Context: an optimization exercise on an open-source flow, tuned for small area. The choices shown serve that exercise and are no tape-out recipe.
Where RTL was checked, it was by simulation tests only, not by an equivalence proof against the original.
Power figures rest on the tool's default switching activity, not on a simulated workload.

main:
## Rs232_Controller
module Rs232_Controller(clk,reset,data_in,Rs232_Rxd,start_flag,data_out,done_flag,Rs232_Txd);
Size in the first run: ~250 cells after synthesis, ~130 I/O pins.
==> module Rs232_Tx_nbytes, before the edit <==
module Rs232_Tx_nbytes(clk,reset,tx_start_flag,tx_bit,tx_done_flag,Rs232_Txd,rx_sample,load,byte_sel);
  parameter n = 8;  
  parameter N = 8;  
  parameter BAUD_RATE = 16'h28B0;  
  input clk;
  input reset;
  input tx_bit;               
  output tx_start_flag;
  output reg tx_done_flag;
  output reg Rs232_Txd;
  output rx_sample;
  output load;
  output [2:0] byte_sel;
  reg [13:0] clk_count;
  reg [3:0] phase;
  reg [3:0] byte_count;
  wire stop      = phase[3] & phase[0];
  wire end_data  = clk_count[13] & clk_count[11] & clk_count[7] & clk_count[5] &
                   clk_count[3] & clk_count[2] & clk_count[1] & clk_count[0];   
  wire past_b    = clk_count[13] & clk_count[11] & clk_count[7] & clk_count[5] &
                   clk_count[4];                                                
  wire at_load   = stop & past_b & ~clk_count[0];                               
  wire end_stop  = past_b & clk_count[0];                                       
  wire bit_end   = stop ? end_stop : end_data;
  wire rx_window = clk_count[13] & clk_count[11] & clk_count[7] & clk_count[5];   
  always @(posedge clk) begin
    if (reset == 1'b0) begin
      clk_count    <= BAUD_RATE;
      phase        <= 4'b1111;
      byte_count   <= 4'd0;
      tx_done_flag <= 1'b0;
      Rs232_Txd    <= 1'b1;
    end else begin
      if (bit_end) begin
        clk_count <= 14'd0;
        phase     <= stop ? 4'b1000 : phase - 4'd1;
        Rs232_Txd <= tx_done_flag | (stop ? 1'b0 : (phase == 4'd0) ? 1'b1 : tx_bit);
      end else begin
        clk_count <= clk_count + 14'd1;
      end
      if (at_load) begin
        if (!byte_count[3])
          byte_count <= byte_count + 4'd1;
        tx_done_flag <= tx_done_flag | byte_count[3];
      end
    end
  end
  assign load          = at_load & ~byte_count[3];
  assign byte_sel      = ~byte_count[2:0];    
  assign tx_start_flag = ~tx_done_flag & phase[3] & ~phase[0];
  assign rx_sample     = ~tx_done_flag & ~phase[3] & rx_window &
                         (clk_count[3:0] == ~byte_count);
endmodule
==> module Rs232_Rx_nbytes, before the edit <==
module Rs232_Rx_nbytes(clk,sample,Rs232_Rxd,load,byte_sel,data_in,data_out);
  parameter n = 8;  
  parameter N = 8;  
  input clk;
  input sample;
  input Rs232_Rxd;
  input load;
  input [2:0] byte_sel;
  input [(N*n)-1:0] data_in;
  output reg [(N*n)-1:0] data_out;
  always @(posedge clk) begin
    if (sample)
      data_out <= {data_out[(N*n)-2:0], Rs232_Rxd};
    if (load)
      data_out[(N*n)-1 -: N] <= data_in[byte_sel*N +: N];
  end
endmodule
clock: 10.0 ns
lec_check: 0
cap_margin: 20
core_margin: 2
core_utilization: 40
slew_margin: 20
standard.sh (not shown) runs the stock make flow with config.mk's settings and CLKGATE_MAP_FILE= SYNTH_SCRIPT=/design/flow/synth_recipe.tcl, a recipe that flattens the netlist after the stock synthesis.
==> flow/flow/run.sh <==
#!/bin/bash
# Standard layout, with the smallest buffer (buf_1) on each input and output port.
set -euo pipefail
bash standard.sh "BUFFER_PORTS_ARGS=-buffer_cell sky130_fd_sc_hd__buf_1" finish > standard.log 2>&1
#### Input delta (the feature branch over main)
==> flow/design.v, changed modules only <==
module Rs232_Tx_nbytes(clk,reset,tx_start_flag,tx_bit,tx_done_flag,Rs232_Txd,rx_sample,load,byte_sel);
  parameter n = 8;  
  parameter N = 8;  
  parameter BAUD_RATE = 16'h28B0;  
  input clk;
  input reset;
  input tx_bit;               
  output tx_start_flag;
  output tx_done_flag;
  output reg Rs232_Txd;
  output rx_sample;
  output load;
  output [2:0] byte_sel;
  reg [13:0] clk_count;
  reg [3:0] phase;
  reg [3:0] byte_count;
  wire tail      = phase[3] & phase[1] & ~phase[0];                            
  wire end_bit   = clk_count[13] & clk_count[11] & clk_count[7] & clk_count[5] &
                   clk_count[3] & clk_count[2] & clk_count[1] & clk_count[0];   
  wire bit_end   = tail ? clk_count[0] : end_bit;
  wire at_load   = tail & ~clk_count[0];
  wire rx_window = clk_count[13] & clk_count[11] & clk_count[7] & clk_count[5];   
  wire done      = byte_count[3] & byte_count[0];
  always @(posedge clk) begin
    if (reset == 1'b0) begin
      clk_count    <= 14'd0;
      phase        <= 4'b1110;
      byte_count   <= 4'd0;
      Rs232_Txd    <= 1'b1;
    end else begin
      if (bit_end) begin
        clk_count <= 14'd0;
        phase     <= tail ? 4'b1000 : phase - 4'd1;
        Rs232_Txd <= done | (phase[3] ? phase[0] | (~phase[1] & tx_bit)
                                        : (phase[2:0] == 3'd0) | tx_bit);
      end else begin
        clk_count <= clk_count + 14'd1;
      end
      if (at_load & ~done)
        byte_count <= byte_count + 4'd1;
    end
  end
  assign load          = at_load & ~byte_count[3];
  assign byte_sel      = ~byte_count[2:0];    
  assign tx_done_flag  = done;
  assign tx_start_flag = ~done & phase[3] & ~phase[1];
  assign rx_sample     = ~done & ~phase[3] & rx_window &
                         (clk_count[3:0] == ~byte_count);
endmodule
module Rs232_Rx_nbytes(clk,sample,Rs232_Rxd,load,byte_sel,data_in,data_out);
  parameter n = 8;  
  parameter N = 8;  
  input clk;
  input sample;
  input Rs232_Rxd;
  input load;
  input [2:0] byte_sel;
  input [(N*n)-1:0] data_in;
  output reg [(N*n)-1:0] data_out;
  reg [N-1:0] byte_in;
  integer k;
  always @(*) begin
    byte_in = {N{1'b0}};
    for (k = 0; k < n; k = k + 1)
      byte_in = byte_in | (data_in[k*N +: N] & {N{byte_sel == k}});
  end
  always @(posedge clk) begin
    if (sample)
      data_out <= {data_out[(N*n)-2:0], Rs232_Rxd};
    if (load)
      data_out[(N*n)-1 -: N] <= byte_in;
  end
endmodule
Findings:
- A dominant combinational cell family by area after synthesis of multiplexers is what main shows, while simple AND/OR/NAND/NOR gates belongs to the feature branch.
- Changes observed in the feature branch relative to main: reg-to-reg setup timing slack has increased; area enclosed by the die boundary has decreased; sum of routed wire length over all layers has increased; wire length on met1 has increased; final HPWL from detailed placement has increased.
- Flops: the feature branch fewer than main
- main → the feature branch: global routing usage on met2 grew by 1.2 points; final area has decreased; register share of total power increased by 2.3 points relative to the old numbers.
- main -> the feature branch: sequential power decreased by a few percent
- Comparing the feature branch and main, growth of design area from synthesis to finish is lower on main.
- main has a lower first-pass GRT wire length than the feature branch.
For main, only the layout was checked, not whether the RTL still works.

[separate check: timing with driven ports]
How much do the figures lean on ideal ports? The routed layouts below were timed once more, with nothing changed but the port constraints. Step 1, drivers: a clkbuf_16 drives clk and a buf_2 each remaining input, both assumed. Step 2 adds t to the input delays and takes it off the output delays; t is the mean of the earliest and latest rising clock arrival at the registers after step 1. Input paths then give back, and output paths get back, about the clock's delay inside the block. a / b / c = ideal / step 1 / step 2; a / b = the first two.
run	t (ns)	setup slack, ns	worst setup path at the end	worst slew at a driven data input, ns
main	0.372	6.734 / 6.705 / 6.937	input to register	0.04
the feature branch	0.379	6.572 / 6.542 / 6.710	input to register	0.06
After both steps setup and hold are still met in every run listed.
